What follows belongs to an exercise in optimizing a design on an open flow for small area; a production flow would make more cautious choices.
Only simulation tests tie the RTL to the original design; equivalence was not proved.

## onyx
## cic
module cic (
    i_clk,
    i_reset,
    i_data,
    i_ready,
    o_data,
    o_ready
    );
Size: roughly 1,400 flip-flops, ~130 I/O pins, about 56,000 um2 of cells after synthesis.
export LEC_CHECK = 0
export ABC_AREA = 1
export CAP_MARGIN = 20
export CORE_MARGIN = 2
export CORE_UTILIZATION = 60
export CTS_BUF_LIST = sky130_fd_sc_hd__clkbuf_8
export CTS_CLUSTER_DIAMETER = 50
export CTS_CLUSTER_SIZE = 20
export SLEW_MARGIN = 20
export SYNTH_HIERARCHICAL = 1
create_clock -name core_clock -period 36.0 [get_ports {i_clk}]
run.sh (not shown) runs the stock make flow with config.mk's settings and CLKGATE_MAP_FILE= SYNTH_SCRIPT=/design/flow/synth_recipe.tcl, a recipe that flattens the netlist after the stock synthesis.
Changes in willow relative to onyx:
==> flow/flow/run.sh (new file) <==
#!/bin/bash
# The standard layout (standard.sh: the ORFS flow with the standard
# synthesis), with two changes made through ORFS's own variables:
#  - clock tree synthesis without dummy loads, with clkbuf_8 buffers;
#  - port buffers use buf_1 (every input and output still gets a buffer).
# The full make output goes to standard.log in the work folder; each
# tool's own log is under orfs/logs/.
set -euo pipefail
export CTS_ARGS="-sink_clustering_enable -repair_clock_nets -dont_use_dummy_load -sink_clustering_size 17 -sink_clustering_max_diameter 150 -buf_list sky130_fd_sc_hd__clkbuf_8"
export BUFFER_PORTS_ARGS="-buffer_cell sky130_fd_sc_hd__buf_1"
bash standard.sh > standard.log 2>&1
==> flow/standard.sh (new file) <==
#!/bin/bash
# synth_recipe.tcl (not shown) runs the flow's synth.tcl, then flattens the netlist and writes it again
# the make line also repeats each setting of config.mk as NAME=value (left out here)
make -C /OpenROAD-flow-scripts/flow DESIGN_CONFIG=/design/flow/config.mk WORK_HOME=/design/flow/orfs CLKGATE_MAP_FILE= SYNTH_SCRIPT=/design/flow/synth_recipe.tcl "${@:-finish}"
removed: flow/run.sh
Findings:
- Worst stage delay on the critical path came out lower on willow than on onyx.
- Against onyx, via count of the first global-routing pass in willow fell slightly.
- The run with more routed wire is onyx, not willow.
diff inputs: willow => delta
diff --git a/flow/flow/run.sh b/flow/flow/run.sh
--- a/flow/flow/run.sh
+++ b/flow/flow/run.sh
@@ -8,3 +8,3 @@
 set -euo pipefail
-export CTS_ARGS="-sink_clustering_enable -repair_clock_nets -dont_use_dummy_load -sink_clustering_size 17 -sink_clustering_max_diameter 150 -buf_list sky130_fd_sc_hd__clkbuf_8"
+export CTS_ARGS="-sink_clustering_enable -repair_clock_nets -dont_use_dummy_load -sink_clustering_size 18 -sink_clustering_max_diameter 100 -buf_list sky130_fd_sc_hd__clkbuf_8"
 export BUFFER_PORTS_ARGS="-buffer_cell sky130_fd_sc_hd__buf_1"
==> results.txt <==
For delta and willow, there was not a single run that failed to finish clean. From willow to delta, worst setup timing slack at the placement stage did not move at all. willow → delta: critical path arrival shows a reduction of 40 ps; met3 track demand over resource went down by 0.24 points. Wire length of the first global-routing pass of delta is on par with willow. Biggest cell delay along the critical path across delta and willow: no real change. delta ends up with a detailed-route wire length on metal 1 that is about 1% lower than in willow. In the flow results for delta and willow, the count of clock-net buffers in the final layout is smaller on delta.
Here is what was changed in the inputs of lagoon compared with delta.
diff --git a/flow/flow/run.sh b/flow/flow/run.sh
--- a/flow/flow/run.sh
+++ b/flow/flow/run.sh
@@ -8,3 +8,3 @@
 set -euo pipefail
-export CTS_ARGS="-sink_clustering_enable -repair_clock_nets -dont_use_dummy_load -sink_clustering_size 18 -sink_clustering_max_diameter 100 -buf_list sky130_fd_sc_hd__clkbuf_8"
+export CTS_ARGS="-sink_clustering_enable -repair_clock_nets -dont_use_dummy_load -sink_clustering_size 16 -sink_clustering_max_diameter 100 -buf_list sky130_fd_sc_hd__clkbuf_8"
 export BUFFER_PORTS_ARGS="-buffer_cell sky130_fd_sc_hd__buf_1"
diff --git a/flow/config.mk b/flow/config.mk
--- a/flow/config.mk
+++ b/flow/config.mk
@@ -10,3 +10,3 @@
 export CORE_MARGIN = 2
-export CORE_UTILIZATION = 60
+export CORE_UTILIZATION = 50
 export CTS_BUF_LIST = sky130_fd_sc_hd__clkbuf_8
### Flow results
- The register share of the cell area of lagoon is lower than that of delta.
- lagoon vs delta on worst setup slack: lagoon is the higher one.
- lagoon ended up with a higher fmax than delta did.
- Arrival time reported for the critical path endpoint for lagoon: 670 ps down relative to delta
- In the tables for delta and lagoon, met3 routed wirelength reads lower with delta.
- Compare delta and lagoon | detailed-route wire length higher: delta
- Clock slew seen by the registers of the worst setup and hold paths: delta vs lagoon — no meaningful difference
- Highest-delay cell along the critical path = inv_6: delta; highest-delay cell along the critical path = buf_1: lagoon
- On lagoon: instance count on the critical path is 1 higher than what delta gave.

* * *

cic again, from the RTL that the note above started with.
clock: 36.0 ns
lec_check: 0
abc_area: 1
cap_margin: 20
core_margin: 2
core_utilization: 60
cts_buf_list: sky130_fd_sc_hd__clkbuf_16
cts_cluster_diameter: 60
cts_cluster_size: 30
slew_margin: 20
synth_hierarchical: 1
Stock flow here: none of the scripts above is used.
The baseline passed the timing, DRC and antenna checks.
==> next run, changes <==
CORE_UTILIZATION = 75   (was 60)
CTS_BUF_LIST = sky130_fd_sc_hd__clkbuf_8   (was sky130_fd_sc_hd__clkbuf_16)
CTS_CLUSTER_DIAMETER = 40   (was 60)
CTS_CLUSTER_SIZE = 25   (was 30)
PLACE_DENSITY = 0.8   (was default)
Final cell count drops by 3.9%. Core utilization came out higher by 16 points. Wire length goes up by 4.9%. Setup slack gets better by 0.31 ns. Worst hold slack is worse by 0.033 ns. Non-clock buffer count shrinks by 1. Final area shrinks by 0.71%. Via count rises by 3.2%.
==> next run, changes <==
==> flow/flow/run.sh (new file) <==
#!/bin/bash
# The standard layout (standard.sh: the ORFS flow with the standard
# synthesis), with two changes made through ORFS's own variables:
#  - clock tree synthesis without dummy loads, with clkbuf_8 buffers;
#  - port buffers use buf_1 (every input and output still gets a buffer).
# The full make output goes to standard.log in the work folder; each
# tool's own log is under orfs/logs/.
set -euo pipefail
export CTS_ARGS="-sink_clustering_enable -repair_clock_nets -dont_use_dummy_load -sink_clustering_size 20 -sink_clustering_max_diameter 50 -buf_list sky130_fd_sc_hd__clkbuf_8"
export BUFFER_PORTS_ARGS="-buffer_cell sky130_fd_sc_hd__buf_1"
bash standard.sh > standard.log 2>&1
==> flow/standard.sh (new file) <==
#!/bin/bash
# synth_recipe.tcl (not shown) runs the flow's synth.tcl, then flattens the netlist and writes it again
# the make line also repeats each setting of config.mk as NAME=value (left out here)
make -C /OpenROAD-flow-scripts/flow DESIGN_CONFIG=/design/flow/config.mk WORK_HOME=/design/flow/orfs CLKGATE_MAP_FILE= SYNTH_SCRIPT=/design/flow/synth_recipe.tcl "${@:-finish}"
CORE_UTILIZATION = 60   (was 75)
CTS_CLUSTER_DIAMETER = 50   (was 40)
CTS_CLUSTER_SIZE = 20   (was 25)
PLACE_DENSITY = default   (was 0.8)
removed: flow/run.sh
=>
- setup slack is worse by 0.060 ns
- via count goes down by 3.5%
- first-iteration DRC count goes down by 25%
- maximum frequency barely changes
- sequential share of layout area goes up by 1.8 points
==> next run, changes <==
--- a/flow/flow/run.sh
+++ b/flow/flow/run.sh
@@ -9 +9 @@
-export CTS_ARGS="-sink_clustering_enable -repair_clock_nets -dont_use_dummy_load -sink_clustering_size 20 -sink_clustering_max_diameter 50 -buf_list sky130_fd_sc_hd__clkbuf_8"
+export CTS_ARGS="-sink_clustering_enable -repair_clock_nets -dont_use_dummy_load -sink_clustering_size 10 -sink_clustering_max_diameter 30 -buf_list sky130_fd_sc_hd__clkbuf_4"
Setup slack improved by 0.22 ns.
Sequential cell count does not change.
Die area stays the same.
Final cell count rises by 2.9%.
First-iteration DRC count falls by 10%.
Worst hold slack improved by 0.0078 ns.
Final area rises by 0.38%.
Fmax rises by 0.76%.
==> next run, changes <==
--- a/flow/flow/run.sh
+++ b/flow/flow/run.sh
@@ -9 +9 @@
-export CTS_ARGS="-sink_clustering_enable -repair_clock_nets -dont_use_dummy_load -sink_clustering_size 10 -sink_clustering_max_diameter 30 -buf_list sky130_fd_sc_hd__clkbuf_4"
+export CTS_ARGS="-sink_clustering_enable -repair_clock_nets -dont_use_dummy_load -sink_clustering_size 16 -sink_clustering_max_diameter 100 -buf_list sky130_fd_sc_hd__clkbuf_8"
Synthesized area does not change.
Global-route usage went down by 0.66 points.
Clock skew went down by 0.035 ns.
Routed wire length went down by about 2.2%.
Via count went down by about 3.4%.
Setup slack is worse by 0.37 ns.
Non-clock buffer count stays the same.

* * *

The RTL this note starts from:
==> flow/design.v <==
/*verilator lint_off UNOPTFLAT*/
module cic_rca #(parameter W = 8) (
    input  wire [W-1:0] a,
    input  wire [W-1:0] b,
    input  wire         ci,
    output wire [W-1:0] s,
    output wire         co
    );
    wire [W:0] c;
    assign c[0] = ci;
    genvar i;
    generate
        for (i = 0; i < W; i = i + 1) begin : bit_
            assign s[i]   = a[i] ^ b[i] ^ c[i];
            assign c[i+1] = (a[i] & b[i]) | (c[i] & (a[i] ^ b[i]));
        end
    endgenerate
    assign co = c[W];
endmodule
/*verilator lint_on UNOPTFLAT*/
module cic_count #(parameter R = 100) (
    input  wire       i_clk,
    input  wire       i_reset,
    input  wire       i_step,
    output wire       o_first,
    output wire       o_last
    );
    reg [6:0] cnt;
    assign o_first = (cnt == 7'd0);
    assign o_last  = (cnt == R - 1);
    always @(posedge i_clk) begin
        if (i_reset)
            cnt <= 7'd0;
        else if (i_step)
            cnt <= o_last ? 7'd0 : cnt + 7'd1;
    end
endmodule
module cic_comb_ring #(parameter D = 14, P = 5) (
    input  wire         i_clk,
    input  wire         i_proc,     
    input  wire         i_first,    
    input  wire [D-1:0] i_data,     
    output wire [D-1:0] o_data      
    );
    reg [D*P-1:0] ring;
    reg           cy;
    wire [D-1:0]  head = ring[D-1:0];
    wire          co;
    cic_rca #(.W(D)) sub (.a(i_data), .b(~head), .ci(cy | i_first), .s(o_data), .co(co));
    always @(posedge i_clk) begin
        ring <= {(i_proc ? i_data : head), ring[D*P-1:D]};
        cy   <= co;
    end
endmodule
module cic (
    i_clk,
    i_reset,
    i_data,
    i_ready,
    o_data,
    o_ready
    );
    parameter IW = 2, OW = 128, R = 100, M = 10;
    localparam W  = 69;             
    localparam L  = 36;             
    localparam H  = W - L;          
    localparam D  = 14, P = 5;      
    localparam WR = D * P;          
    input  wire i_clk, i_reset;
    input  wire signed [(IW-1):0] i_data;
    input  wire i_ready;
    output wire signed [(OW-1):0] o_data;
    output reg  o_ready;
    wire g = i_ready & ~i_reset;
    wire first, last;
    cic_count #(.R(R)) counter (.i_clk(i_clk), .i_reset(i_reset), .i_step(g),
                                .o_first(first), .o_last(last));
    reg gd, rd, fd, ld, xsd;
    always @(posedge i_clk) begin
        gd  <= g;
        rd  <= i_reset;
        fd  <= g & first;
        ld  <= g & last;
        xsd <= i_data[IW-1];
    end
    reg  [L-1:0] lo [1:M];
    reg  [H-1:0] hi [1:M];
    reg  [M:1]   cy;
    wire [L-1:0] nlo [0:M];
    wire [H-1:0] nhi [0:M];
    wire [M:1]   co;
    assign nlo[0] = {{(L-IW){i_data[IW-1]}}, i_data};
    assign nhi[0] = {H{xsd}};
    genvar k;
    generate
        for (k = 1; k <= M; k = k + 1) begin : integ
            wire clr_lo = (k == M) ? (g & first) : i_reset;
            wire clr_hi = (k == M) ? fd : rd;
            wire [L-1:0] a_lo = lo[k] & {L{~clr_lo}};
            wire [L-1:0] b_lo = nlo[k-1] & {L{g}};
            wire [H-1:0] a_hi = hi[k] & {H{~clr_hi}};
            wire [H-1:0] b_hi = nhi[k-1] & {H{gd}};
            cic_rca #(.W(L)) add_lo (.a(a_lo), .b(b_lo), .ci(1'b0),  .s(nlo[k]), .co(co[k]));
            cic_rca #(.W(H)) add_hi (.a(a_hi), .b(b_hi), .ci(cy[k]), .s(nhi[k]), .co());
            always @(posedge i_clk) begin
                lo[k] <= nlo[k];
                hi[k] <= nhi[k];
                cy[k] <= co[k];
            end
        end
    endgenerate
    reg  [2:0] ph;         
    reg        run;        
    reg        pp;         
    reg  [3:0] cp;         
    wire clr   = (cp != 4'd0);
    wire start = (pp | clr) & (ph == 3'd0);
    wire proc  = start | run;
    always @(posedge i_clk) begin
        if (i_reset) begin
            ph  <= 3'd0;
            run <= 1'b0;
            pp  <= 1'b0;
            cp  <= 4'd9;
        end else begin
            ph  <= (ph == P - 1) ? 3'd0 : ph + 3'd1;
            run <= proc & (ph != P - 1);
            if (ld)
                pp <= 1'b1;
            else if (start & ~clr)
                pp <= 1'b0;
            if (proc & (ph == P - 1) & clr)
                cp <= cp - 4'd1;
        end
    end
    reg  [WR-1:0] O;
    wire [D-1:0] cd [1:M];
    assign cd[1] = O[D-1:0] & {D{~clr}};
    generate
        for (k = 2; k <= M; k = k + 1) begin : comb_
            cic_comb_ring #(.D(D), .P(P)) stage (
                .i_clk(i_clk), .i_proc(proc), .i_first(ph == 3'd0),
                .i_data(cd[k-1]), .o_data(cd[k]));
        end
    endgenerate
    always @(posedge i_clk) begin
        if (g & last)
            O[L-1:0] <= nlo[M];
        else if (proc)
            O[L-1:0] <= {O[L+D-1:D]};
        if (ld)
            O[W-1:L] <= nhi[M];
        else if (proc)
            O[WR-1:L] <= {cd[M], O[WR-1:L+D]};
    end
    reg [3:0] tm;
    always @(posedge i_clk) begin
        if (i_reset) begin
            tm      <= 4'd0;
            o_ready <= 1'b0;
        end else begin
            o_ready <= (tm == 4'd10);
            if (g & last)
                tm <= 4'd1;
            else if (tm == 4'd10)
                tm <= 4'd0;
            else if (tm != 4'd0)
                tm <= tm + 4'd1;
        end
    end
    assign o_data = {{(OW-W){O[W-1]}}, O[W-1:0]};
endmodule
==> flow/config.mk <==
export PLATFORM = sky130hd
export DESIGN_NAME = cic
export DESIGN_NICKNAME = cic
export VERILOG_FILES = /design/flow/design.v
export SDC_FILE = /design/flow/constraint.sdc
export NUM_CORES = 4
export LEC_CHECK = 0
export ABC_AREA = 1
export CAP_MARGIN = 20
export CORE_MARGIN = 2
export CORE_UTILIZATION = 40
export SLEW_MARGIN = 20
==> flow/constraint.sdc <==
create_clock -name core_clock -period 36.0 [get_ports {i_clk}]
set_input_delay 7.2000 -clock core_clock [delete_from_list [all_inputs] [get_ports {i_clk}]]
set_output_delay 7.2000 -clock core_clock [all_outputs]
set_load 0.01 [all_outputs]
Stock flow here: none of the scripts above is used.
Edit:
- ABC_AREA: 1 -> not set
After rerunning: Sequential share of layout area is lower by 0.94 points; die area came out higher by 2.1%; sequential cell count does not change; via count barely changes; clock skew went up by 0.030 ns; register-to-register slack is worse by 0.20 ns.

[afterwards: timing with drivers on the ports]
No port has a modelled driver above. Below, the same layouts with a new extraction and two added sets of constraints. Step 1, drivers: a clkbuf_16 drives i_clk and a buf_2 each remaining input, both assumed. Step 2 times the ports against the registers' clock, not the clock port: input delays grow and output delays shrink by t, the midpoint of the rising clock arrivals with the driver on. Three values: ideal, step 1, step 2; two values: the first two.
run	t (ns)	setup WS [ns]	worst setup path at the end	clock arrival spread, ns
onyx	0.849	6.187 / 6.163 / 5.314	input to register	0.048 / 0.048
willow	0.800	6.143 / 6.182 / 5.382	input to register	0.082 / 0.082
delta	0.796	6.168 / 6.205 / 5.409	input to register	0.072 / 0.072
lagoon	0.777	6.903 / 6.938 / 6.161	input to register	0.141 / 0.141
the first run of note 2	0.756	6.074 / 6.053 / 5.297	input to register	0.048 / 0.048
the second run of note 2	0.877	6.385 / 6.370 / 5.494	input to register	0.073 / 0.073
the third run of note 2	0.849	6.325 / 6.362 / 5.513	input to register	0.082 / 0.082
the fourth run of note 2	1.166	6.548 / 6.587 / 5.421	input to register	0.111 / 0.112
the fifth run of note 2	0.807	6.177 / 6.216 / 5.409	input to register	0.064 / 0.064
the first run of note 3	0.836	6.106 / 6.160 / 5.324	input to register	0.031 / 0.030
the second run of note 3	0.817	5.356 / 5.316 / 4.499	input to register	0.061 / 0.061
After both steps every run listed still meets setup and hold. For the fourth run of note 2, which loses most, drivers alone change the setup slack by +0.039 ns; drivers and shift together by -1.127 ns.
